This design comes from an exercise in tuning for small area and a short achievable clock period on the open sky130 flow, not from production work. Only the layout flow was run in this run; the RTL was not checked for function there.

<file path="flow/design.v">
module divider
(
    input              clk,
    input              reset,
    input  [31:0]      A,
    input  [31:0]      B,
    input              start,
    input  [7:0]       Physical_address_in,
    input  [31:0]      PC_in,
    input              divider_op_in,
    output             divide_zero_exception,
    output [31:0]      Result,
    output [7:0]       Physical_address_out,
    output [31:0]      PC_out,
    output             done
);
    wire        bz = (B == 32'd0);
    wire        z16 = ~|B[31:16];
    wire [31:0] n1 = z16 ? {B[15:0], 16'd0} : B;
    wire        z8 = ~|n1[31:24];
    wire [31:0] n2 = z8 ? {n1[23:0], 8'd0} : n1;
    wire        z4 = ~|n2[31:28];
    wire [31:0] n3 = z4 ? {n2[27:0], 4'd0} : n2;
    wire        z2 = ~|n3[31:30];
    wire [31:0] n4 = z2 ? {n3[29:0], 2'd0} : n3;
    wire        z1 = ~n4[31];
    wire [31:0] dn0 = z1 ? {n4[30:0], 1'd0} : n4;
    wire [4:0]  s0 = bz ? 5'd0 : {z16, z8, z4, z2, z1};
    wire [63:0] a1 = s0[4] ? {16'd0, A, 16'd0} : {32'd0, A};
    wire [63:0] a2 = s0[3] ? {a1[55:0], 8'd0} : a1;
    wire [63:0] a3 = s0[2] ? {a2[59:0], 4'd0} : a2;
    wire [63:0] a4 = s0[1] ? {a3[61:0], 2'd0} : a3;
    wire [63:0] an = s0[0] ? {a4[62:0], 1'd0} : a4;
    wire [33:0] ps0 = {2'b00, an[63:32]};
    wire [33:0] pc0_ = 34'd0;
    wire [31:0] st0 = an[31:0];
    wire        v0 = start;
    wire        op0 = divider_op_in;
    wire        bz0 = bz;
    wire [7:0]  pa0 = Physical_address_in;
    wire [31:0] pcx0 = PC_in;
    wire [34:0] dp0 = {3'b111, ~dn0};
    wire [34:0] dm0 = {3'b000, dn0};
    wire [33:0] S0_0 = ps0;
    wire [33:0] C0_0 = pc0_;
    wire t0_0_b = st0[31];
    wire [34:0] t0_0_us = {S0_0, t0_0_b};
    wire [34:0] t0_0_uc = {C0_0, 1'b0};
    wire [3:0]  t0_0_y = t0_0_us[34:31] + t0_0_uc[34:31];
    wire        t0_0_qp = ~t0_0_y[3];
    wire        t0_0_qn = t0_0_y[3] & ~&t0_0_y[2:0];
    wire [34:0] t0_0_t = ({35{t0_0_qp}} & dp0) | ({35{t0_0_qn}} & dm0);
    wire [34:0] t0_0_s = t0_0_us ^ t0_0_uc ^ t0_0_t;
    wire [34:0] t0_0_m = (t0_0_us & t0_0_uc) | (t0_0_us & t0_0_t) | (t0_0_uc & t0_0_t);
    wire [33:0] S0_1 = t0_0_s[33:0];
    wire [33:0] C0_1 = {t0_0_m[32:0], t0_0_qp};
    wire t0_1_b = st0[30];
    wire [34:0] t0_1_us = {S0_1, t0_1_b};
    wire [34:0] t0_1_uc = {C0_1, 1'b0};
    wire [3:0]  t0_1_y = t0_1_us[34:31] + t0_1_uc[34:31];
    wire        t0_1_qp = ~t0_1_y[3];
    wire        t0_1_qn = t0_1_y[3] & ~&t0_1_y[2:0];
    wire [34:0] t0_1_t = ({35{t0_1_qp}} & dp0) | ({35{t0_1_qn}} & dm0);
    wire [34:0] t0_1_s = t0_1_us ^ t0_1_uc ^ t0_1_t;
    wire [34:0] t0_1_m = (t0_1_us & t0_1_uc) | (t0_1_us & t0_1_t) | (t0_1_uc & t0_1_t);
    wire [33:0] S0_2 = t0_1_s[33:0];
    wire [33:0] C0_2 = {t0_1_m[32:0], t0_1_qp};
    wire [1:0] qpn0 = {t0_0_qp, t0_1_qp};
    wire [1:0] qnn0 = {t0_0_qn, t0_1_qn};
    reg [33:0] ps1, pc1_;
    reg [31:0] dn1;
    reg [31:0] st1;
    reg [1:0] qp1, qn1;
    reg [4:0] s1;
    reg v1, op1, bz1;
    reg [7:0] pa1;
    reg [31:0] pcx1;
    always @(posedge clk) begin
        ps1 <= S0_2;
        pc1_ <= C0_2;
        dn1 <= dn0;
        st1 <= st0;
        qp1 <= qpn0;
        qn1 <= qnn0;
        s1 <= s0;
        op1 <= op0;
        bz1 <= bz0;
        pa1 <= pa0;
        pcx1 <= pcx0;
        v1 <= v0 & ~reset;
    end
    wire [34:0] dp1 = {3'b111, ~dn1};
    wire [34:0] dm1 = {3'b000, dn1};
    wire [33:0] S1_0 = ps1;
    wire [33:0] C1_0 = pc1_;
    wire t1_0_b = st1[29];
    wire [34:0] t1_0_us = {S1_0, t1_0_b};
    wire [34:0] t1_0_uc = {C1_0, 1'b0};
    wire [3:0]  t1_0_y = t1_0_us[34:31] + t1_0_uc[34:31];
    wire        t1_0_qp = ~t1_0_y[3];
    wire        t1_0_qn = t1_0_y[3] & ~&t1_0_y[2:0];
    wire [34:0] t1_0_t = ({35{t1_0_qp}} & dp1) | ({35{t1_0_qn}} & dm1);
    wire [34:0] t1_0_s = t1_0_us ^ t1_0_uc ^ t1_0_t;
    wire [34:0] t1_0_m = (t1_0_us & t1_0_uc) | (t1_0_us & t1_0_t) | (t1_0_uc & t1_0_t);
    wire [33:0] S1_1 = t1_0_s[33:0];
    wire [33:0] C1_1 = {t1_0_m[32:0], t1_0_qp};
    wire t1_1_b = st1[28];
    wire [34:0] t1_1_us = {S1_1, t1_1_b};
    wire [34:0] t1_1_uc = {C1_1, 1'b0};
    wire [3:0]  t1_1_y = t1_1_us[34:31] + t1_1_uc[34:31];
    wire        t1_1_qp = ~t1_1_y[3];
    wire        t1_1_qn = t1_1_y[3] & ~&t1_1_y[2:0];
    wire [34:0] t1_1_t = ({35{t1_1_qp}} & dp1) | ({35{t1_1_qn}} & dm1);
    wire [34:0] t1_1_s = t1_1_us ^ t1_1_uc ^ t1_1_t;
    wire [34:0] t1_1_m = (t1_1_us & t1_1_uc) | (t1_1_us & t1_1_t) | (t1_1_uc & t1_1_t);
    wire [33:0] S1_2 = t1_1_s[33:0];
    wire [33:0] C1_2 = {t1_1_m[32:0], t1_1_qp};
    wire t1_2_b = st1[27];
    wire [34:0] t1_2_us = {S1_2, t1_2_b};
    wire [34:0] t1_2_uc = {C1_2, 1'b0};
    wire [3:0]  t1_2_y = t1_2_us[34:31] + t1_2_uc[34:31];
    wire        t1_2_qp = ~t1_2_y[3];
    wire        t1_2_qn = t1_2_y[3] & ~&t1_2_y[2:0];
    wire [34:0] t1_2_t = ({35{t1_2_qp}} & dp1) | ({35{t1_2_qn}} & dm1);
    wire [34:0] t1_2_s = t1_2_us ^ t1_2_uc ^ t1_2_t;
    wire [34:0] t1_2_m = (t1_2_us & t1_2_uc) | (t1_2_us & t1_2_t) | (t1_2_uc & t1_2_t);
    wire [33:0] S1_3 = t1_2_s[33:0];
    wire [33:0] C1_3 = {t1_2_m[32:0], t1_2_qp};
    wire t1_3_b = st1[26];
    wire [34:0] t1_3_us = {S1_3, t1_3_b};
    wire [34:0] t1_3_uc = {C1_3, 1'b0};
    wire [3:0]  t1_3_y = t1_3_us[34:31] + t1_3_uc[34:31];
    wire        t1_3_qp = ~t1_3_y[3];
    wire        t1_3_qn = t1_3_y[3] & ~&t1_3_y[2:0];
    wire [34:0] t1_3_t = ({35{t1_3_qp}} & dp1) | ({35{t1_3_qn}} & dm1);
    wire [34:0] t1_3_s = t1_3_us ^ t1_3_uc ^ t1_3_t;
    wire [34:0] t1_3_m = (t1_3_us & t1_3_uc) | (t1_3_us & t1_3_t) | (t1_3_uc & t1_3_t);
    wire [33:0] S1_4 = t1_3_s[33:0];
    wire [33:0] C1_4 = {t1_3_m[32:0], t1_3_qp};
    wire [5:0] qpn1 = {qp1, t1_0_qp, t1_1_qp, t1_2_qp, t1_3_qp};
    wire [5:0] qnn1 = {qn1, t1_0_qn, t1_1_qn, t1_2_qn, t1_3_qn};
    reg [33:0] ps2, pc2_;
    reg [31:0] dn2;
    reg [31:0] st2;
    reg [5:0] qp2, qn2;
    reg [4:0] s2;
    reg v2, op2, bz2;
    reg [7:0] pa2;
    reg [31:0] pcx2;
    always @(posedge clk) begin
        ps2 <= S1_4;
        pc2_ <= C1_4;
        dn2 <= dn1;
        st2 <= st1;
        qp2 <= qpn1;
        qn2 <= qnn1;
        s2 <= s1;
        op2 <= op1;
        bz2 <= bz1;
        pa2 <= pa1;
        pcx2 <= pcx1;
        v2 <= v1 & ~reset;
    end
    wire [34:0] dp2 = {3'b111, ~dn2};
    wire [34:0] dm2 = {3'b000, dn2};
    wire [33:0] S2_0 = ps2;
    wire [33:0] C2_0 = pc2_;
    wire t2_0_b = st2[25];
    wire [34:0] t2_0_us = {S2_0, t2_0_b};
    wire [34:0] t2_0_uc = {C2_0, 1'b0};
    wire [3:0]  t2_0_y = t2_0_us[34:31] + t2_0_uc[34:31];
    wire        t2_0_qp = ~t2_0_y[3];
    wire        t2_0_qn = t2_0_y[3] & ~&t2_0_y[2:0];
    wire [34:0] t2_0_t = ({35{t2_0_qp}} & dp2) | ({35{t2_0_qn}} & dm2);
    wire [34:0] t2_0_s = t2_0_us ^ t2_0_uc ^ t2_0_t;
    wire [34:0] t2_0_m = (t2_0_us & t2_0_uc) | (t2_0_us & t2_0_t) | (t2_0_uc & t2_0_t);
    wire [33:0] S2_1 = t2_0_s[33:0];
    wire [33:0] C2_1 = {t2_0_m[32:0], t2_0_qp};
    wire t2_1_b = st2[24];
    wire [34:0] t2_1_us = {S2_1, t2_1_b};
    wire [34:0] t2_1_uc = {C2_1, 1'b0};
    wire [3:0]  t2_1_y = t2_1_us[34:31] + t2_1_uc[34:31];
    wire        t2_1_qp = ~t2_1_y[3];
    wire        t2_1_qn = t2_1_y[3] & ~&t2_1_y[2:0];
    wire [34:0] t2_1_t = ({35{t2_1_qp}} & dp2) | ({35{t2_1_qn}} & dm2);
    wire [34:0] t2_1_s = t2_1_us ^ t2_1_uc ^ t2_1_t;
    wire [34:0] t2_1_m = (t2_1_us & t2_1_uc) | (t2_1_us & t2_1_t) | (t2_1_uc & t2_1_t);
    wire [33:0] S2_2 = t2_1_s[33:0];
    wire [33:0] C2_2 = {t2_1_m[32:0], t2_1_qp};
    wire t2_2_b = st2[23];
    wire [34:0] t2_2_us = {S2_2, t2_2_b};
    wire [34:0] t2_2_uc = {C2_2, 1'b0};
    wire [3:0]  t2_2_y = t2_2_us[34:31] + t2_2_uc[34:31];
    wire        t2_2_qp = ~t2_2_y[3];
    wire        t2_2_qn = t2_2_y[3] & ~&t2_2_y[2:0];
    wire [34:0] t2_2_t = ({35{t2_2_qp}} & dp2) | ({35{t2_2_qn}} & dm2);
    wire [34:0] t2_2_s = t2_2_us ^ t2_2_uc ^ t2_2_t;
    wire [34:0] t2_2_m = (t2_2_us & t2_2_uc) | (t2_2_us & t2_2_t) | (t2_2_uc & t2_2_t);
    wire [33:0] S2_3 = t2_2_s[33:0];
    wire [33:0] C2_3 = {t2_2_m[32:0], t2_2_qp};
    wire t2_3_b = st2[22];
    wire [34:0] t2_3_us = {S2_3, t2_3_b};
    wire [34:0] t2_3_uc = {C2_3, 1'b0};
    wire [3:0]  t2_3_y = t2_3_us[34:31] + t2_3_uc[34:31];
    wire        t2_3_qp = ~t2_3_y[3];
    wire        t2_3_qn = t2_3_y[3] & ~&t2_3_y[2:0];
    wire [34:0] t2_3_t = ({35{t2_3_qp}} & dp2) | ({35{t2_3_qn}} & dm2);
    wire [34:0] t2_3_s = t2_3_us ^ t2_3_uc ^ t2_3_t;
    wire [34:0] t2_3_m = (t2_3_us & t2_3_uc) | (t2_3_us & t2_3_t) | (t2_3_uc & t2_3_t);
    wire [33:0] S2_4 = t2_3_s[33:0];
    wire [33:0] C2_4 = {t2_3_m[32:0], t2_3_qp};
    wire t2_4_b = st2[21];
    wire [34:0] t2_4_us = {S2_4, t2_4_b};
    wire [34:0] t2_4_uc = {C2_4, 1'b0};
    wire [3:0]  t2_4_y = t2_4_us[34:31] + t2_4_uc[34:31];
    wire        t2_4_qp = ~t2_4_y[3];
    wire        t2_4_qn = t2_4_y[3] & ~&t2_4_y[2:0];
    wire [34:0] t2_4_t = ({35{t2_4_qp}} & dp2) | ({35{t2_4_qn}} & dm2);
    wire [34:0] t2_4_s = t2_4_us ^ t2_4_uc ^ t2_4_t;
    wire [34:0] t2_4_m = (t2_4_us & t2_4_uc) | (t2_4_us & t2_4_t) | (t2_4_uc & t2_4_t);
    wire [33:0] S2_5 = t2_4_s[33:0];
    wire [33:0] C2_5 = {t2_4_m[32:0], t2_4_qp};
    wire [10:0] qpn2 = {qp2, t2_0_qp, t2_1_qp, t2_2_qp, t2_3_qp, t2_4_qp};
    wire [10:0] qnn2 = {qn2, t2_0_qn, t2_1_qn, t2_2_qn, t2_3_qn, t2_4_qn};
    reg [33:0] ps3, pc3_;
    reg [31:0] dn3;
    reg [31:0] st3;
    reg [10:0] qp3, qn3;
    reg [4:0] s3;
    reg v3, op3, bz3;
    reg [7:0] pa3;
    reg [31:0] pcx3;
    always @(posedge clk) begin
        ps3 <= S2_5;
        pc3_ <= C2_5;
        dn3 <= dn2;
        st3 <= st2;
        qp3 <= qpn2;
        qn3 <= qnn2;
        s3 <= s2;
        op3 <= op2;
        bz3 <= bz2;
        pa3 <= pa2;
        pcx3 <= pcx2;
        v3 <= v2 & ~reset;
    end
    wire [34:0] dp3 = {3'b111, ~dn3};
    wire [34:0] dm3 = {3'b000, dn3};
    wire [33:0] S3_0 = ps3;
    wire [33:0] C3_0 = pc3_;
    wire t3_0_b = st3[20];
    wire [34:0] t3_0_us = {S3_0, t3_0_b};
    wire [34:0] t3_0_uc = {C3_0, 1'b0};
    wire [3:0]  t3_0_y = t3_0_us[34:31] + t3_0_uc[34:31];
    wire        t3_0_qp = ~t3_0_y[3];
    wire        t3_0_qn = t3_0_y[3] & ~&t3_0_y[2:0];
    wire [34:0] t3_0_t = ({35{t3_0_qp}} & dp3) | ({35{t3_0_qn}} & dm3);
    wire [34:0] t3_0_s = t3_0_us ^ t3_0_uc ^ t3_0_t;
    wire [34:0] t3_0_m = (t3_0_us & t3_0_uc) | (t3_0_us & t3_0_t) | (t3_0_uc & t3_0_t);
    wire [33:0] S3_1 = t3_0_s[33:0];
    wire [33:0] C3_1 = {t3_0_m[32:0], t3_0_qp};
    wire t3_1_b = st3[19];
    wire [34:0] t3_1_us = {S3_1, t3_1_b};
    wire [34:0] t3_1_uc = {C3_1, 1'b0};
    wire [3:0]  t3_1_y = t3_1_us[34:31] + t3_1_uc[34:31];
    wire        t3_1_qp = ~t3_1_y[3];
    wire        t3_1_qn = t3_1_y[3] & ~&t3_1_y[2:0];
    wire [34:0] t3_1_t = ({35{t3_1_qp}} & dp3) | ({35{t3_1_qn}} & dm3);
    wire [34:0] t3_1_s = t3_1_us ^ t3_1_uc ^ t3_1_t;
    wire [34:0] t3_1_m = (t3_1_us & t3_1_uc) | (t3_1_us & t3_1_t) | (t3_1_uc & t3_1_t);
    wire [33:0] S3_2 = t3_1_s[33:0];
    wire [33:0] C3_2 = {t3_1_m[32:0], t3_1_qp};
    wire t3_2_b = st3[18];
    wire [34:0] t3_2_us = {S3_2, t3_2_b};
    wire [34:0] t3_2_uc = {C3_2, 1'b0};
    wire [3:0]  t3_2_y = t3_2_us[34:31] + t3_2_uc[34:31];
    wire        t3_2_qp = ~t3_2_y[3];
    wire        t3_2_qn = t3_2_y[3] & ~&t3_2_y[2:0];
    wire [34:0] t3_2_t = ({35{t3_2_qp}} & dp3) | ({35{t3_2_qn}} & dm3);
    wire [34:0] t3_2_s = t3_2_us ^ t3_2_uc ^ t3_2_t;
    wire [34:0] t3_2_m = (t3_2_us & t3_2_uc) | (t3_2_us & t3_2_t) | (t3_2_uc & t3_2_t);
    wire [33:0] S3_3 = t3_2_s[33:0];
    wire [33:0] C3_3 = {t3_2_m[32:0], t3_2_qp};
    wire t3_3_b = st3[17];
    wire [34:0] t3_3_us = {S3_3, t3_3_b};
    wire [34:0] t3_3_uc = {C3_3, 1'b0};
    wire [3:0]  t3_3_y = t3_3_us[34:31] + t3_3_uc[34:31];
    wire        t3_3_qp = ~t3_3_y[3];
    wire        t3_3_qn = t3_3_y[3] & ~&t3_3_y[2:0];
    wire [34:0] t3_3_t = ({35{t3_3_qp}} & dp3) | ({35{t3_3_qn}} & dm3);
    wire [34:0] t3_3_s = t3_3_us ^ t3_3_uc ^ t3_3_t;
    wire [34:0] t3_3_m = (t3_3_us & t3_3_uc) | (t3_3_us & t3_3_t) | (t3_3_uc & t3_3_t);
    wire [33:0] S3_4 = t3_3_s[33:0];
    wire [33:0] C3_4 = {t3_3_m[32:0], t3_3_qp};
    wire t3_4_b = st3[16];
    wire [34:0] t3_4_us = {S3_4, t3_4_b};
    wire [34:0] t3_4_uc = {C3_4, 1'b0};
    wire [3:0]  t3_4_y = t3_4_us[34:31] + t3_4_uc[34:31];
    wire        t3_4_qp = ~t3_4_y[3];
    wire        t3_4_qn = t3_4_y[3] & ~&t3_4_y[2:0];
    wire [34:0] t3_4_t = ({35{t3_4_qp}} & dp3) | ({35{t3_4_qn}} & dm3);
    wire [34:0] t3_4_s = t3_4_us ^ t3_4_uc ^ t3_4_t;
    wire [34:0] t3_4_m = (t3_4_us & t3_4_uc) | (t3_4_us & t3_4_t) | (t3_4_uc & t3_4_t);
    wire [33:0] S3_5 = t3_4_s[33:0];
    wire [33:0] C3_5 = {t3_4_m[32:0], t3_4_qp};
    wire [15:0] qpn3 = {qp3, t3_0_qp, t3_1_qp, t3_2_qp, t3_3_qp, t3_4_qp};
    wire [15:0] qnn3 = {qn3, t3_0_qn, t3_1_qn, t3_2_qn, t3_3_qn, t3_4_qn};
    reg [33:0] ps4, pc4_;
    reg [31:0] dn4;
    reg [31:0] st4;
    reg [15:0] qp4, qn4;
    reg [4:0] s4;
    reg v4, op4, bz4;
    reg [7:0] pa4;
    reg [31:0] pcx4;
    always @(posedge clk) begin
        ps4 <= S3_5;
        pc4_ <= C3_5;
        dn4 <= dn3;
        st4 <= st3;
        qp4 <= qpn3;
        qn4 <= qnn3;
        s4 <= s3;
        op4 <= op3;
        bz4 <= bz3;
        pa4 <= pa3;
        pcx4 <= pcx3;
        v4 <= v3 & ~reset;
    end
    wire [34:0] dp4 = {3'b111, ~dn4};
    wire [34:0] dm4 = {3'b000, dn4};
    wire [33:0] S4_0 = ps4;
    wire [33:0] C4_0 = pc4_;
    wire t4_0_b = st4[15];
    wire [34:0] t4_0_us = {S4_0, t4_0_b};
    wire [34:0] t4_0_uc = {C4_0, 1'b0};
    wire [3:0]  t4_0_y = t4_0_us[34:31] + t4_0_uc[34:31];
    wire        t4_0_qp = ~t4_0_y[3];
    wire        t4_0_qn = t4_0_y[3] & ~&t4_0_y[2:0];
    wire [34:0] t4_0_t = ({35{t4_0_qp}} & dp4) | ({35{t4_0_qn}} & dm4);
    wire [34:0] t4_0_s = t4_0_us ^ t4_0_uc ^ t4_0_t;
    wire [34:0] t4_0_m = (t4_0_us & t4_0_uc) | (t4_0_us & t4_0_t) | (t4_0_uc & t4_0_t);
    wire [33:0] S4_1 = t4_0_s[33:0];
    wire [33:0] C4_1 = {t4_0_m[32:0], t4_0_qp};
    wire t4_1_b = st4[14];
    wire [34:0] t4_1_us = {S4_1, t4_1_b};
    wire [34:0] t4_1_uc = {C4_1, 1'b0};
    wire [3:0]  t4_1_y = t4_1_us[34:31] + t4_1_uc[34:31];
    wire        t4_1_qp = ~t4_1_y[3];
    wire        t4_1_qn = t4_1_y[3] & ~&t4_1_y[2:0];
    wire [34:0] t4_1_t = ({35{t4_1_qp}} & dp4) | ({35{t4_1_qn}} & dm4);
    wire [34:0] t4_1_s = t4_1_us ^ t4_1_uc ^ t4_1_t;
    wire [34:0] t4_1_m = (t4_1_us & t4_1_uc) | (t4_1_us & t4_1_t) | (t4_1_uc & t4_1_t);
    wire [33:0] S4_2 = t4_1_s[33:0];
    wire [33:0] C4_2 = {t4_1_m[32:0], t4_1_qp};
    wire t4_2_b = st4[13];
    wire [34:0] t4_2_us = {S4_2, t4_2_b};
    wire [34:0] t4_2_uc = {C4_2, 1'b0};
    wire [3:0]  t4_2_y = t4_2_us[34:31] + t4_2_uc[34:31];
    wire        t4_2_qp = ~t4_2_y[3];
    wire        t4_2_qn = t4_2_y[3] & ~&t4_2_y[2:0];
    wire [34:0] t4_2_t = ({35{t4_2_qp}} & dp4) | ({35{t4_2_qn}} & dm4);
    wire [34:0] t4_2_s = t4_2_us ^ t4_2_uc ^ t4_2_t;
    wire [34:0] t4_2_m = (t4_2_us & t4_2_uc) | (t4_2_us & t4_2_t) | (t4_2_uc & t4_2_t);
    wire [33:0] S4_3 = t4_2_s[33:0];
    wire [33:0] C4_3 = {t4_2_m[32:0], t4_2_qp};
    wire t4_3_b = st4[12];
    wire [34:0] t4_3_us = {S4_3, t4_3_b};
    wire [34:0] t4_3_uc = {C4_3, 1'b0};
    wire [3:0]  t4_3_y = t4_3_us[34:31] + t4_3_uc[34:31];
    wire        t4_3_qp = ~t4_3_y[3];
    wire        t4_3_qn = t4_3_y[3] & ~&t4_3_y[2:0];
    wire [34:0] t4_3_t = ({35{t4_3_qp}} & dp4) | ({35{t4_3_qn}} & dm4);
    wire [34:0] t4_3_s = t4_3_us ^ t4_3_uc ^ t4_3_t;
    wire [34:0] t4_3_m = (t4_3_us & t4_3_uc) | (t4_3_us & t4_3_t) | (t4_3_uc & t4_3_t);
    wire [33:0] S4_4 = t4_3_s[33:0];
    wire [33:0] C4_4 = {t4_3_m[32:0], t4_3_qp};
    wire t4_4_b = st4[11];
    wire [34:0] t4_4_us = {S4_4, t4_4_b};
    wire [34:0] t4_4_uc = {C4_4, 1'b0};
    wire [3:0]  t4_4_y = t4_4_us[34:31] + t4_4_uc[34:31];
    wire        t4_4_qp = ~t4_4_y[3];
    wire        t4_4_qn = t4_4_y[3] & ~&t4_4_y[2:0];
    wire [34:0] t4_4_t = ({35{t4_4_qp}} & dp4) | ({35{t4_4_qn}} & dm4);
    wire [34:0] t4_4_s = t4_4_us ^ t4_4_uc ^ t4_4_t;
    wire [34:0] t4_4_m = (t4_4_us & t4_4_uc) | (t4_4_us & t4_4_t) | (t4_4_uc & t4_4_t);
    wire [33:0] S4_5 = t4_4_s[33:0];
    wire [33:0] C4_5 = {t4_4_m[32:0], t4_4_qp};
    wire [20:0] qpn4 = {qp4, t4_0_qp, t4_1_qp, t4_2_qp, t4_3_qp, t4_4_qp};
    wire [20:0] qnn4 = {qn4, t4_0_qn, t4_1_qn, t4_2_qn, t4_3_qn, t4_4_qn};
    reg [33:0] ps5, pc5_;
    reg [31:0] dn5;
    reg [31:0] st5;
    reg [20:0] qp5, qn5;
    reg [4:0] s5;
    reg v5, op5, bz5;
    reg [7:0] pa5;
    reg [31:0] pcx5;
    always @(posedge clk) begin
        ps5 <= S4_5;
        pc5_ <= C4_5;
        dn5 <= dn4;
        st5 <= st4;
        qp5 <= qpn4;
        qn5 <= qnn4;
        s5 <= s4;
        op5 <= op4;
        bz5 <= bz4;
        pa5 <= pa4;
        pcx5 <= pcx4;
        v5 <= v4 & ~reset;
    end
    wire [34:0] dp5 = {3'b111, ~dn5};
    wire [34:0] dm5 = {3'b000, dn5};
    wire [33:0] S5_0 = ps5;
    wire [33:0] C5_0 = pc5_;
    wire t5_0_b = st5[10];
    wire [34:0] t5_0_us = {S5_0, t5_0_b};
    wire [34:0] t5_0_uc = {C5_0, 1'b0};
    wire [3:0]  t5_0_y = t5_0_us[34:31] + t5_0_uc[34:31];
    wire        t5_0_qp = ~t5_0_y[3];
    wire        t5_0_qn = t5_0_y[3] & ~&t5_0_y[2:0];
    wire [34:0] t5_0_t = ({35{t5_0_qp}} & dp5) | ({35{t5_0_qn}} & dm5);
    wire [34:0] t5_0_s = t5_0_us ^ t5_0_uc ^ t5_0_t;
    wire [34:0] t5_0_m = (t5_0_us & t5_0_uc) | (t5_0_us & t5_0_t) | (t5_0_uc & t5_0_t);
    wire [33:0] S5_1 = t5_0_s[33:0];
    wire [33:0] C5_1 = {t5_0_m[32:0], t5_0_qp};
    wire t5_1_b = st5[9];
    wire [34:0] t5_1_us = {S5_1, t5_1_b};
    wire [34:0] t5_1_uc = {C5_1, 1'b0};
    wire [3:0]  t5_1_y = t5_1_us[34:31] + t5_1_uc[34:31];
    wire        t5_1_qp = ~t5_1_y[3];
    wire        t5_1_qn = t5_1_y[3] & ~&t5_1_y[2:0];
    wire [34:0] t5_1_t = ({35{t5_1_qp}} & dp5) | ({35{t5_1_qn}} & dm5);
    wire [34:0] t5_1_s = t5_1_us ^ t5_1_uc ^ t5_1_t;
    wire [34:0] t5_1_m = (t5_1_us & t5_1_uc) | (t5_1_us & t5_1_t) | (t5_1_uc & t5_1_t);
    wire [33:0] S5_2 = t5_1_s[33:0];
    wire [33:0] C5_2 = {t5_1_m[32:0], t5_1_qp};
    wire t5_2_b = st5[8];
    wire [34:0] t5_2_us = {S5_2, t5_2_b};
    wire [34:0] t5_2_uc = {C5_2, 1'b0};
    wire [3:0]  t5_2_y = t5_2_us[34:31] + t5_2_uc[34:31];
    wire        t5_2_qp = ~t5_2_y[3];
    wire        t5_2_qn = t5_2_y[3] & ~&t5_2_y[2:0];
    wire [34:0] t5_2_t = ({35{t5_2_qp}} & dp5) | ({35{t5_2_qn}} & dm5);
    wire [34:0] t5_2_s = t5_2_us ^ t5_2_uc ^ t5_2_t;
    wire [34:0] t5_2_m = (t5_2_us & t5_2_uc) | (t5_2_us & t5_2_t) | (t5_2_uc & t5_2_t);
    wire [33:0] S5_3 = t5_2_s[33:0];
    wire [33:0] C5_3 = {t5_2_m[32:0], t5_2_qp};
    wire t5_3_b = st5[7];
    wire [34:0] t5_3_us = {S5_3, t5_3_b};
    wire [34:0] t5_3_uc = {C5_3, 1'b0};
    wire [3:0]  t5_3_y = t5_3_us[34:31] + t5_3_uc[34:31];
    wire        t5_3_qp = ~t5_3_y[3];
    wire        t5_3_qn = t5_3_y[3] & ~&t5_3_y[2:0];
    wire [34:0] t5_3_t = ({35{t5_3_qp}} & dp5) | ({35{t5_3_qn}} & dm5);
    wire [34:0] t5_3_s = t5_3_us ^ t5_3_uc ^ t5_3_t;
    wire [34:0] t5_3_m = (t5_3_us & t5_3_uc) | (t5_3_us & t5_3_t) | (t5_3_uc & t5_3_t);
    wire [33:0] S5_4 = t5_3_s[33:0];
    wire [33:0] C5_4 = {t5_3_m[32:0], t5_3_qp};
    wire t5_4_b = st5[6];
    wire [34:0] t5_4_us = {S5_4, t5_4_b};
    wire [34:0] t5_4_uc = {C5_4, 1'b0};
    wire [3:0]  t5_4_y = t5_4_us[34:31] + t5_4_uc[34:31];
    wire        t5_4_qp = ~t5_4_y[3];
    wire        t5_4_qn = t5_4_y[3] & ~&t5_4_y[2:0];
    wire [34:0] t5_4_t = ({35{t5_4_qp}} & dp5) | ({35{t5_4_qn}} & dm5);
    wire [34:0] t5_4_s = t5_4_us ^ t5_4_uc ^ t5_4_t;
    wire [34:0] t5_4_m = (t5_4_us & t5_4_uc) | (t5_4_us & t5_4_t) | (t5_4_uc & t5_4_t);
    wire [33:0] S5_5 = t5_4_s[33:0];
    wire [33:0] C5_5 = {t5_4_m[32:0], t5_4_qp};
    wire [25:0] qpn5 = {qp5, t5_0_qp, t5_1_qp, t5_2_qp, t5_3_qp, t5_4_qp};
    wire [25:0] qnn5 = {qn5, t5_0_qn, t5_1_qn, t5_2_qn, t5_3_qn, t5_4_qn};
    reg [33:0] ps6, pc6_;
    reg [31:0] dn6;
    reg [31:0] st6;
    reg [25:0] qp6, qn6;
    reg [4:0] s6;
    reg v6, op6, bz6;
    reg [7:0] pa6;
    reg [31:0] pcx6;
    always @(posedge clk) begin
        ps6 <= S5_5;
        pc6_ <= C5_5;
        dn6 <= dn5;
        st6 <= st5;
        qp6 <= qpn5;
        qn6 <= qnn5;
        s6 <= s5;
        op6 <= op5;
        bz6 <= bz5;
        pa6 <= pa5;
        pcx6 <= pcx5;
        v6 <= v5 & ~reset;
    end
    wire [34:0] dp6 = {3'b111, ~dn6};
    wire [34:0] dm6 = {3'b000, dn6};
    wire [33:0] S6_0 = ps6;
    wire [33:0] C6_0 = pc6_;
    wire t6_0_b = st6[5];
    wire [34:0] t6_0_us = {S6_0, t6_0_b};
    wire [34:0] t6_0_uc = {C6_0, 1'b0};
    wire [3:0]  t6_0_y = t6_0_us[34:31] + t6_0_uc[34:31];
    wire        t6_0_qp = ~t6_0_y[3];
    wire        t6_0_qn = t6_0_y[3] & ~&t6_0_y[2:0];
    wire [34:0] t6_0_t = ({35{t6_0_qp}} & dp6) | ({35{t6_0_qn}} & dm6);
    wire [34:0] t6_0_s = t6_0_us ^ t6_0_uc ^ t6_0_t;
    wire [34:0] t6_0_m = (t6_0_us & t6_0_uc) | (t6_0_us & t6_0_t) | (t6_0_uc & t6_0_t);
    wire [33:0] S6_1 = t6_0_s[33:0];
    wire [33:0] C6_1 = {t6_0_m[32:0], t6_0_qp};
    wire t6_1_b = st6[4];
    wire [34:0] t6_1_us = {S6_1, t6_1_b};
    wire [34:0] t6_1_uc = {C6_1, 1'b0};
    wire [3:0]  t6_1_y = t6_1_us[34:31] + t6_1_uc[34:31];
    wire        t6_1_qp = ~t6_1_y[3];
    wire        t6_1_qn = t6_1_y[3] & ~&t6_1_y[2:0];
    wire [34:0] t6_1_t = ({35{t6_1_qp}} & dp6) | ({35{t6_1_qn}} & dm6);
    wire [34:0] t6_1_s = t6_1_us ^ t6_1_uc ^ t6_1_t;
    wire [34:0] t6_1_m = (t6_1_us & t6_1_uc) | (t6_1_us & t6_1_t) | (t6_1_uc & t6_1_t);
    wire [33:0] S6_2 = t6_1_s[33:0];
    wire [33:0] C6_2 = {t6_1_m[32:0], t6_1_qp};
    wire t6_2_b = st6[3];
    wire [34:0] t6_2_us = {S6_2, t6_2_b};
    wire [34:0] t6_2_uc = {C6_2, 1'b0};
    wire [3:0]  t6_2_y = t6_2_us[34:31] + t6_2_uc[34:31];
    wire        t6_2_qp = ~t6_2_y[3];
    wire        t6_2_qn = t6_2_y[3] & ~&t6_2_y[2:0];
    wire [34:0] t6_2_t = ({35{t6_2_qp}} & dp6) | ({35{t6_2_qn}} & dm6);
    wire [34:0] t6_2_s = t6_2_us ^ t6_2_uc ^ t6_2_t;
    wire [34:0] t6_2_m = (t6_2_us & t6_2_uc) | (t6_2_us & t6_2_t) | (t6_2_uc & t6_2_t);
    wire [33:0] S6_3 = t6_2_s[33:0];
    wire [33:0] C6_3 = {t6_2_m[32:0], t6_2_qp};
    wire t6_3_b = st6[2];
    wire [34:0] t6_3_us = {S6_3, t6_3_b};
    wire [34:0] t6_3_uc = {C6_3, 1'b0};
    wire [3:0]  t6_3_y = t6_3_us[34:31] + t6_3_uc[34:31];
    wire        t6_3_qp = ~t6_3_y[3];
    wire        t6_3_qn = t6_3_y[3] & ~&t6_3_y[2:0];
    wire [34:0] t6_3_t = ({35{t6_3_qp}} & dp6) | ({35{t6_3_qn}} & dm6);
    wire [34:0] t6_3_s = t6_3_us ^ t6_3_uc ^ t6_3_t;
    wire [34:0] t6_3_m = (t6_3_us & t6_3_uc) | (t6_3_us & t6_3_t) | (t6_3_uc & t6_3_t);
    wire [33:0] S6_4 = t6_3_s[33:0];
    wire [33:0] C6_4 = {t6_3_m[32:0], t6_3_qp};
    wire [29:0] qpn6 = {qp6, t6_0_qp, t6_1_qp, t6_2_qp, t6_3_qp};
    wire [29:0] qnn6 = {qn6, t6_0_qn, t6_1_qn, t6_2_qn, t6_3_qn};
    reg [33:0] ps7, pc7_;
    reg [31:0] dn7;
    reg [31:0] st7;
    reg [29:0] qp7, qn7;
    reg [4:0] s7;
    reg v7, op7, bz7;
    reg [7:0] pa7;
    reg [31:0] pcx7;
    always @(posedge clk) begin
        ps7 <= S6_4;
        pc7_ <= C6_4;
        dn7 <= dn6;
        st7 <= st6;
        qp7 <= qpn6;
        qn7 <= qnn6;
        s7 <= s6;
        op7 <= op6;
        bz7 <= bz6;
        pa7 <= pa6;
        pcx7 <= pcx6;
        v7 <= v6 & ~reset;
    end
    wire [34:0] dp7 = {3'b111, ~dn7};
    wire [34:0] dm7 = {3'b000, dn7};
    wire [33:0] S7_0 = ps7;
    wire [33:0] C7_0 = pc7_;
    wire t7_0_b = st7[1];
    wire [34:0] t7_0_us = {S7_0, t7_0_b};
    wire [34:0] t7_0_uc = {C7_0, 1'b0};
    wire [3:0]  t7_0_y = t7_0_us[34:31] + t7_0_uc[34:31];
    wire        t7_0_qp = ~t7_0_y[3];
    wire        t7_0_qn = t7_0_y[3] & ~&t7_0_y[2:0];
    wire [34:0] t7_0_t = ({35{t7_0_qp}} & dp7) | ({35{t7_0_qn}} & dm7);
    wire [34:0] t7_0_s = t7_0_us ^ t7_0_uc ^ t7_0_t;
    wire [34:0] t7_0_m = (t7_0_us & t7_0_uc) | (t7_0_us & t7_0_t) | (t7_0_uc & t7_0_t);
    wire [33:0] S7_1 = t7_0_s[33:0];
    wire [33:0] C7_1 = {t7_0_m[32:0], t7_0_qp};
    wire t7_1_b = st7[0];
    wire [34:0] t7_1_us = {S7_1, t7_1_b};
    wire [34:0] t7_1_uc = {C7_1, 1'b0};
    wire [3:0]  t7_1_y = t7_1_us[34:31] + t7_1_uc[34:31];
    wire        t7_1_qp = ~t7_1_y[3];
    wire        t7_1_qn = t7_1_y[3] & ~&t7_1_y[2:0];
    wire [34:0] t7_1_t = ({35{t7_1_qp}} & dp7) | ({35{t7_1_qn}} & dm7);
    wire [34:0] t7_1_s = t7_1_us ^ t7_1_uc ^ t7_1_t;
    wire [34:0] t7_1_m = (t7_1_us & t7_1_uc) | (t7_1_us & t7_1_t) | (t7_1_uc & t7_1_t);
    wire [33:0] S7_2 = t7_1_s[33:0];
    wire [33:0] C7_2 = {t7_1_m[32:0], t7_1_qp};
    wire [31:0] qpn7 = {qp7, t7_0_qp, t7_1_qp};
    wire [31:0] qnn7 = {qn7, t7_0_qn, t7_1_qn};
    wire [32:0] pr = S7_2[32:0] + C7_2[32:0];
    wire        rneg = pr[32];
    wire [31:0] pfx = S7_2[31:0] + C7_2[31:0] + dn7;
    wire [31:0] rn = rneg ? pfx : pr[31:0];
    wire [31:0] rem = rn >> s7;
    wire [31:0] quo = bz7 ? 32'hffffffff : (qpn7 + ~qnn7 + {31'd0, ~rneg});
    reg [31:0] res_r;
    reg v_r, z_r;
    reg [7:0] pa_r;
    reg [31:0] pc_r;
    always @(posedge clk) begin
        res_r <= op7 ? quo : rem;
        z_r <= bz7 & (|rem);
        pa_r <= pa7;
        pc_r <= pcx7;
        v_r <= v7 & ~reset;
    end
    assign Result = res_r;
    assign divide_zero_exception = z_r;
    assign Physical_address_out = pa_r;
    assign PC_out = pc_r;
    assign done = v_r;
endmodule
</file>
<file path="flow/run.sh">
#!/bin/bash
# synth_recipe.tcl (not shown) runs the flow's synth.tcl, then flattens the netlist and writes it again
# the make line also repeats each setting of config.mk as NAME=value (left out here)
make -C /OpenROAD-flow-scripts/flow DESIGN_CONFIG=/design/flow/config.mk WORK_HOME=/design/flow/orfs CLKGATE_MAP_FILE= SYNTH_SCRIPT=/design/flow/synth_recipe.tcl finish
</file>
<file path="flow/config.mk">
export PLATFORM = sky130hd
export DESIGN_NAME = divider
export DESIGN_NICKNAME = divider
export VERILOG_FILES = /design/flow/design.v
export SDC_FILE = /design/flow/constraint.sdc
export NUM_CORES = 8
export LEC_CHECK = 0
export CAP_MARGIN = 20
export CORE_MARGIN = 2
export CORE_UTILIZATION = 40
export SLEW_MARGIN = 20
</file>
<file path="flow/constraint.sdc">
create_clock -name core_clock -period 8.0 [get_ports {clk}]
set_input_delay 1.6000 -clock core_clock [delete_from_list [all_inputs] [get_ports {clk}]]
set_output_delay 1.6000 -clock core_clock [all_outputs]
set_load 0.01 [all_outputs]
</file>
==> key figures <==
Cells and area
  • Syn-to-layout area delta: 29.1%
  • Layout cells sized above 1: 0.254
  • Layout Nets: between 10000 and 15000
  • Post-route insts no fill: 11700
  • Layout Utilization: 0.520

Worst setup path
  • Worst Setup Start Kind: register
  • CP endpoint kind: register
  • Worst reg2reg path endpoint: ps6[13]$_DFF_P_
  • FF-to-FF setup slack: -1.93 ns
  • R2R Path Start: ps5[31]$_DFF_P_
  • Setup crit start: ps5[31]$_DFF_P_
  • CP Class: reg -> reg
  • CP max stage delay: between 0.5 and 0.6 ns
  • Worst EP arrival: between 10 and 15 ns
  • Cell mode on critical path: xnor2_2
  • Critical path peak fanout: 6
  • Slowest cell on the critical path: fa_1
  • Reg2reg path depth: 54
  • Crit path required time: between 8 and 9 ns
  • Setup crit end: ps6[13]$_DFF_P_

Clock network
  • Worst-skew pair later-pin latency: 0.81 ns
  • CTS Sinks: between 1000 and 1500
  • # H-tree levels: 4
  • Num CTS Buffers: approximately 150
  • Root Buffer: clkbuf_16
  • CTS tree: done
  • Reg clk slew, reported paths: around 0.06 ns
  • Deepest clock path buffer count: 3

STA
  • Rel. slew slack: 0.252
  • # setup viols final: roughly 360
  • Fmax: just over 0.1 GHz
  • Worst-Margin Slew: roughly 1.1 ns
  • RSZ-0062 raised after global routing: yes
  • Crit path time final: 9.93 ns
  • Worst Clk Skew: ~0.042 ns
  • Setup slack after layout: -1.93 ns
  • Final Hold Vio Count: 0
  • Final worst path period share: 1.24
  • Slew Limit Fails: 0

Logic synthesis
  • Yosys warnings: 1
  • Unique masters post-synth: 96
  • Sequential fraction of the synthesis area: 0.359
  • Mean Syn Cell Area: around 9.7 µm²
  • Asr flop ratio synth: 0
  • Synth top area cells: dfxtp_1 (36%), fa_1 (26%), a21oi_1 (5.0%)
  • Syn nets: about 9500
  • Most used DFF post-synth: dfxtp_1
  • Synth top area share: 0.359
  • Yosys top cell by area: dfxtp_1
  • Mapped cell area: just under 80000 µm²
  • Cell count after synthesis: approximately 8000
  • Post-synth EDFFs: 0
  • Flops & latches, synth: 1425

Floorplanning
  • Starting Density: 0.403
  • Row count: ~160
  • Die area: 202000 µm²
  • Chip Height: around 450 µm
  • Core ar.: about 200000 µm²
  • Die X: approximately 450 µm
  • Ports: approximately 180

Routing
  • First-pass DRT Iterations: 9
  • Routed Wire Length: about 220000 µm
  • # DRC: 0
  • Antenna-violating nets left: 0
  • Iter 0 DRT Violations: 2678
  • Avg Vias per Cell: 4.93
  • Average wire per standard cell: approximately 18 µm
  • Vias: between 50000 and 60000

GRT
  • Vias in the first global route: between 60000 and 70000
  • Largest net degree at the start of global routing: between 50 and 60
  • Gr usage total: 0.209
  • Wire length of the first global-routing pass: 337000 µm
  • Overflow after GRT: 0
  • Initial antenna violation count: 9

Place
  • HPWL Detailed: 168000 µm
  • Dpl ws: -1.88 ns
  • IO Port Bufs: 181
  • Placed cell count: between 10000 and 15000
  • Placer Congestion: ~0.93

Min path
  • Worst Hold Depth: 0
  • Hold Path Class: reg -> reg

Status
  • Fail Reasons: setup timing
  • Status: failed layout checks

Run
  • Maxcap violations: 0
## registers in the layout, indices dropped and copies added, names as in the netlist, 34 cells and up
| signal | cells |
|---|---|
| pc4_ | 34 |
| ps6 | 34 |
| pc7_ | 34 |
| ps3 | 34 |
| pc6_ | 34 |
| ps7 | 34 |
| pc3_ | 34 |
| pc5_ | 34 |
| pc2_ | 34 |
| ps4 | 34 |
| ps1 | 34 |
| ps2 | 34 |
| pc1_ | 34 |
| ps5 | 34 |
## layer usage
metal,vias up,global-route usage,part of all wire
li1,27700,-,-
met1,28300,0.243,0.40
met2,1198,0.383,0.52
met3,448,0.0231,0.033
met4,0,0.0956,0.047
met5,-,0,0
## worst min-delay path by stage
stage	end	slack (ns)	startpoint
after floorplan	bz2$_DFF_P_	0.31	bz1$_DFF_P_
after global placement	pa5[1]$_DFF_P_	0.31	pa4[1]$_DFF_P_
after detailed placement	bz3$_DFF_P_	0.31	bz2$_DFF_P_
after CTS	st5[0]$_DFF_P_	0.31	st4[0]$_DFF_P_
after global routing	qn6[22]$_DFF_P_	0.32	qn5[17]$_DFF_P_
final	st5[9]$_DFF_P_	0.30	st4[9]$_DFF_P_
## cell usage after synthesis (5+ instances only)
library cell,count
nand2b_1,20
nand4_1,8
buf_1,27
ha_1,252
o21bai_1,8
a211oi_1,33
nand2_1,714
o31ai_1,10
clkbuf_1,462
and2_1,12
xor2_1,64
inv_1,998
nor2_1,785
xnor2_1,150
buf_4,6
o211a_1,5
nor2b_1,24
buf_2,8
a211o_1,10
a21oi_1,799
o211ai_1,17
mux4_2,13
fa_1,1035
o21a_1,22
or3_1,14
mux4_1,11
and3_1,28
a311o_1,10
nor4_1,22
or2_2,8
mux2i_1,164
nand3b_1,5
a41oi_1,5
dfxtp_1,1425
a22oi_1,6
nand3_1,71
o21ai_0,590
a21o_1,59
o22ai_1,9
a2bb2oi_1,5
o221ai_1,7
o41ai_1,5
a31oi_1,54
nor3_1,54
mux2_2,16
## final cells by class
cell class	instances	area [µm²]
Timing Repair Buffer	1152	10400
Sequential cell	1425	28600
Multi-Input combinational cell	5211	51100
Antenna cell	2	5.00
Clock inverter	69	1100
Tap cell	2640	3300
Inverter	1006	3800
Clock buffer	208	4270
Fill cell	17400	94700
## through the flow
stage	hold WS, ns	cell area (µm²)	TNS (ns)
5_1_grt	0.317	103000	-604.34
3_5_place_dp	0.312	91300	-499.56
2_1_floorplan	0.310	82900	-752.63
4_1_cts	0.309	98400	-467.39
3_3_place_gp	0.310	91300	-445.72
6_report	0.301	103000	-470.26
## critical path: cells and delay by family, from the launching register on
kind                     cells  cell delay [ns]
AO/OA/AOI/OAI               20             3.05
XOR/XNOR                     9             1.45
adder cells (fa/ha/maj)     10             3.56
buffers and inverters       13             1.22
flip-flops                   1             0.36
AND/OR/NAND/NOR              2             0.13
## timing repair
item / in CTS / in global routing
cloned: 11 / 19
endpoints found under the hold margin: 0 / 0
pin swaps: 121 / 379
resized for setup: 177 / 641
setup buffers: 86 / 152
setup endpoints to repair: 411 / 444
hold buffers: 0 / 0
## cell families after synthesis
kind of cell | synth area share
and+or+nand+nor | 0.0921
AOI/OAI and AO/OA | 0.121
buffers and inverters | 0.0723
DFF | 0.359
adders and majority gates | 0.301
xor gates and xnor gates | 0.0246
muxes | 0.0303
## layout by cell type, fill, tap and decap left out, types with 181 or more instances in the layout
cell	instances
nand2_1	579
dfxtp_1	1399
fa_2	205
fa_1	830
clkdlybuf4s50_1	181
buf_4	826
nor2_1	752
a21oi_1	649
o21ai_0	417
inv_1	928
ha_1	183

==> static timing again, ports no longer ideal <==
The results above use ideal ports. As a check the final layout listed here was re-extracted and re-timed, cells and wires unchanged.
Step 1 assumes that a clkbuf_16 drives the clock port and a buf_2 every other input.
Step 2 adds t to the input delays and takes it off the output delays; t is the mean of the earliest and latest rising clock arrival at the registers after step 1. Input paths then give back, and output paths get back, about the clock's delay inside the block.
Three values: ideal, step 1, step 2; two values: the first two.
t (ns): 0.873
setup WS [ns]: -1.927 / -1.927 / -1.927
worst setup path after step 2: register to register
worst register clock-pin slew, ns: 0.06 / 0.06
cell pins on the clock port's net: 1
The setup slack of this run moves by 0.000 ns with the drivers and by 0.000 ns with both steps.
